This design comes from an exercise in tuning for small area and a short achievable clock period on the open sky130 flow, not from production work. No functional check of the RTL was part of any run shown here.

==> flow/design.v, too long to show whole: its modules and the start of the top module <==
// module PWM_duty_cycle: 1252 lines
module PWM_duty_cycle (
    input clk,
    input rst,
    input pwm_in,
    output reg [7:0] duty_cycle
);
  // ...
==> flow/run.sh <==
#!/bin/bash
# synth_recipe.tcl (not shown) runs the flow's synth.tcl, then flattens the netlist and writes it again
# the make line also repeats each setting of config.mk as NAME=value (left out here)
make -C /OpenROAD-flow-scripts/flow DESIGN_CONFIG=/design/flow/config.mk WORK_HOME=/design/flow/orfs CLKGATE_MAP_FILE= SYNTH_SCRIPT=/design/flow/synth_recipe.tcl finish
==> flow/config.mk <==
export PLATFORM = sky130hd
export DESIGN_NAME = PWM_duty_cycle
export DESIGN_NICKNAME = PWM_duty_cycle
export VERILOG_FILES = /design/flow/design.v
export SDC_FILE = /design/flow/constraint.sdc
export NUM_CORES = 4
export LEC_CHECK = 0
export CAP_MARGIN = 20
export CORE_MARGIN = 2
export CORE_UTILIZATION = 40
export SLEW_MARGIN = 20
==> flow/constraint.sdc <==
create_clock -name core_clock -period 110.0 [get_ports {clk}]
set_input_delay 22.0000 -clock core_clock [delete_from_list [all_inputs] [get_ports {clk}]]
set_output_delay 22.0000 -clock core_clock [all_outputs]
set_load 0.01 [all_outputs]
==> flow_summary.ini, run 1 <==
[run_status]
outcome = timing/DRC/antenna clean

[logic_synthesis]
yosysTopAreaCell = ha_1
synth.net_count = 2032
number_of_synthesized_register_bits = 71
yosys.area_share.adder = 0.3440

[sta]
finalSetupViolations = 0
fmaxAchievable_mhz = 41.42
final_min_period_over_clock_period = 0.2195

[worst_setup_path]
r2r-end = duty_cycle[0]
max_fanout_on_critical_path = 14
worstReg2RegStart = t[1]

[grt]
grt_remaining_overflow = 0

[cells_and_area]
mostFrequentLayoutCell = ha_1
stdcell_count = 2204
num-nonclk-buffers = 34
register_area_um2 = 1662
leading_cell_types_in_the_layout_fill_and_taps_excluded = ha_1, inv_1, fa_1, nand2_1

[route]
drt.antenna.violating_nets = 0

[clocking]
h-tree-depth = 3

[placed_design]
dpl.hpwl_um = 29140
placed_cells = 2188

[min_path]
worst_hold_path.endpoint = duty_cycle[2]

[floorplan]
die_y_um = 198.1
==> run 2: changes to the inputs <==
--- a/flow/config.mk
+++ b/flow/config.mk
@@ -9,3 +9,3 @@
 export CORE_MARGIN = 2
-export CORE_UTILIZATION = 40
+export CORE_UTILIZATION = 70
 export SLEW_MARGIN = 20
==> run 2 against run 1 <==
Compared with the run above: critical path type unchanged; largest cell class unchanged; flip-flop and latch count unchanged; still clean; worst hold slack got worse by 2.1 ps; utilization rose by 32 points; first-iteration DRC count rose by 12%; setup slack worse by 290 ps.
==> flow_summary.ini, run 2 <==
[run_status]
outcome = timing/DRC/antenna clean

[sta]
finalSetupViolations = 0
finalClockSkew_ps = 9.503
final_min_period_over_clock_period = 0.2221
slew_headroom = 0.2886
fmaxAchievable_mhz = 40.92
worst_slew_pin_slew_ps = 1067
finalSetupTns_ps = 0
finalWorstSetupSlack_ps = 85560
finalMaxSlewViolations = 0
timing.final.hold_violations = 0
finalCriticalPeriod_ps = 24440
grt_setup_unrepaired = no

[grt]
first_global_vias = 12260
grt_pass1_wl_um = 58260
antenna_found_initial = 0
grt_remaining_overflow = 0
grt_start_max_net_pins = 48
globalRouteTotalUtil = 0.3217

[clocking]
clk_transition_reported_paths_ps = 60
cts_root_buf = clkbuf_16
cts_setup_buffers = 0
clock_latency_ps = 350
post_cts.resized_instances = 0
cts_hold_repair.buffers = 0
clkSinkCount = 71
cts_tree = built
cts_made_buffers = 9
h-tree-depth = 3
clk_path_buf_depth = 2

[route]
avgRoutedWirePerCell_um = 17.79
drt_drc_violations_left = 0
route.vias.total = 12230
firstDrtPassIters = 5
drt.antenna.violating_nets = 0
drt-vias-per-instance = 6.223
detailed_route_wire_length_um = 34950
dr.first_iter.drc_count = 607

[floorplan]
core_um2 = 21090
num_io_pins = 11
fp.dieW_um = 150.7
overall_die_area_um2 = 22720
row_count = 53
floorplan.initialDensity = 0.7147
die_y_um = 150.7

[logic_synthesis]
synthFlopType = dfrtp_1
ys.warnings.count = 1
seq_area_frac_synth = 0.1102
synth.net_count = 2032
postSynth.asyncResetShare = 0.6620
yosysTopAreaCell = ha_1
yosys.cell_count.top_type = ha_1
number_of_synthesized_register_bits = 71
synthesis.instances = 1686
combined_area_of_all_synthesized_cells_um2 = 15070
post_synth_main_area_contributors = ha_1, fa_1, dfrtp_1
synth-edff-count = 0
synth_top_area_share = 0.1860
postSynthAreaPerCell_um2 = 8.939
synth_cell_type_count = 94
synth_common_cells = ha_1, inv_1, fa_1

[worst_setup_path]
critPathTopFamily = compound AO/OA/AOI/OAI gates
critical_path_at_ps = 24630
cp.buffers_inverters = 1
worst_path_max_delay_cell = a311o_1
worstSetupPathDepth = 8
worst-endpoint-required_ps = 110190
crit_type = primary input to register
setup.worst_path.end_class = register
crit_path_max_incr_delay_ps = 610
r2r.worst_path.cells = 95
critical_path.cell_chain = clkdlybuf4s50_1, nand2b_1, a311o_1, a221oi_1, o41ai_1, nor4b_1, o2bb2ai_1, a32oi_1
worstSetupStartpointType = primary input
max_fanout_on_critical_path = 14

[cells_and_area]
leading_cell_types_in_the_layout_fill_and_taps_excluded = ha_1, inv_1, fa_1, nand2_1, o21ai_0
areaGrowthSynthToFinish_pct = 4.582
drive_above_1_share = 0.1030
mostFrequentLayoutCell = ha_1
biggestRegsByFlops = a x21, t x16, pr3 x15
layout.nets = 2031
largest_register_ff_count = 21
top_register = a
antenna_cells = 0
final_core_utilization = 0.7475

[placed_design]
dpl.hpwl_um = 28230
pre_cts_slack_ps = 85260
port-buffer-count = 10
gpl.final_weighted_congestion = 0.8812

[min_path]
hold_path.class = register to register
min_delay_path_depth = 2

[flow_run]
timing.max_cap.violations = 0
[run 2: worst paths after layout]
check,start,end,slack (ps)
min reg2reg,duty_cycle[3],duty_cycle[3],480
max in group asynchronous,rst,a[7],87380
min in group asynchronous,rst,p,22110
max reg2reg,a[0],duty_cycle[0],87660
max,pwm_in,duty_cycle[0],85560
min,duty_cycle[3],duty_cycle[3],480
[run 2: worst reg2reg max path, delay by kind of cell (launching register included)]
kind	cells	cell delay [ps]
buf+inv	5	780
compound gates	50	10990
fa+ha+maj	10	3070
mux	5	1680
xor+xnor	1	220
flops	1	620
simple gates	24	4870
[run 2: area by class of cell]
| type | count | area [um2] |
|---|---|---|
| Tap cell | 275 | 344.1 |
| Multi-Input combinational cell | 1413 | 12620 |
| Timing Repair Buffer | 31 | 257.7 |
| Fill cell | 1619 | 5325 |
| Sequential cell | 71 | 1662 |
| Clock inverter | 5 | 35.03 |
| Inverter | 159 | 598.1 |
| Clock buffer | 11 | 242.7 |
[run 2: metrics by stage]
step	cell area (um2)	instances	hold WS, ps
after floorplan	15070	1686	472.3
after global placement	15480	1949	461.2
after detailed placement	15480	1949	470.8
after CTS	15760	1965	484.6
after global routing	15760	1965	500.3
final	15760	1965	481.4
[run 2: per-layer routing]
metal  GRT usage  vias to the layer above  part of all wire
li1            -                     5952                 -
met1      0.4021                     5944              0.43
met2      0.5682                      248              0.50
met3     0.03909                       85             0.035
met4      0.1220                        0             0.034
met5           0                        -                 0
[run 2: cells by family after synthesis]
logic type      count (synthesis)  share of synthesized area
flops                          71                     0.1102
buf+inv                       202                    0.05263
simple gates                  411                     0.1395
mux                           144                     0.1072
compound gates                384                     0.1704
xor+xnor                      131                    0.07612
fa+ha+maj                     343                     0.3440

-- re-timing with driven ports --
The flow's constraints put no driver on any port. The routed layouts listed below were extracted and timed again, unchanged, in two steps.
Step 1 sets driving cells, clkbuf_16 on the clock port and buf_2 on the other inputs (assumed; they add their load-dependent delay and slew).
Step 2 moves the port delays by t, midway between the first and last clock arrival at a register: inputs arrive t later, outputs are due t later. That takes back most of the time a late clock gives input paths.
Slacks: no drivers / after step 1 / after step 2; pairs: no drivers / after step 1.
run	shift t [ns]	slack for setup (ns)	hold slack, ns
run 1	0.402	85.858 / 85.890 / 85.489	0.483 / 0.483 / 0.483
run 2	0.395	85.564 / 85.591 / 85.196	0.481 / 0.481 / 0.481
After both steps setup and hold are still met in every run listed. For run 1, which loses most, drivers alone change the setup slack by +0.032 ns; drivers and shift together by -0.369 ns.
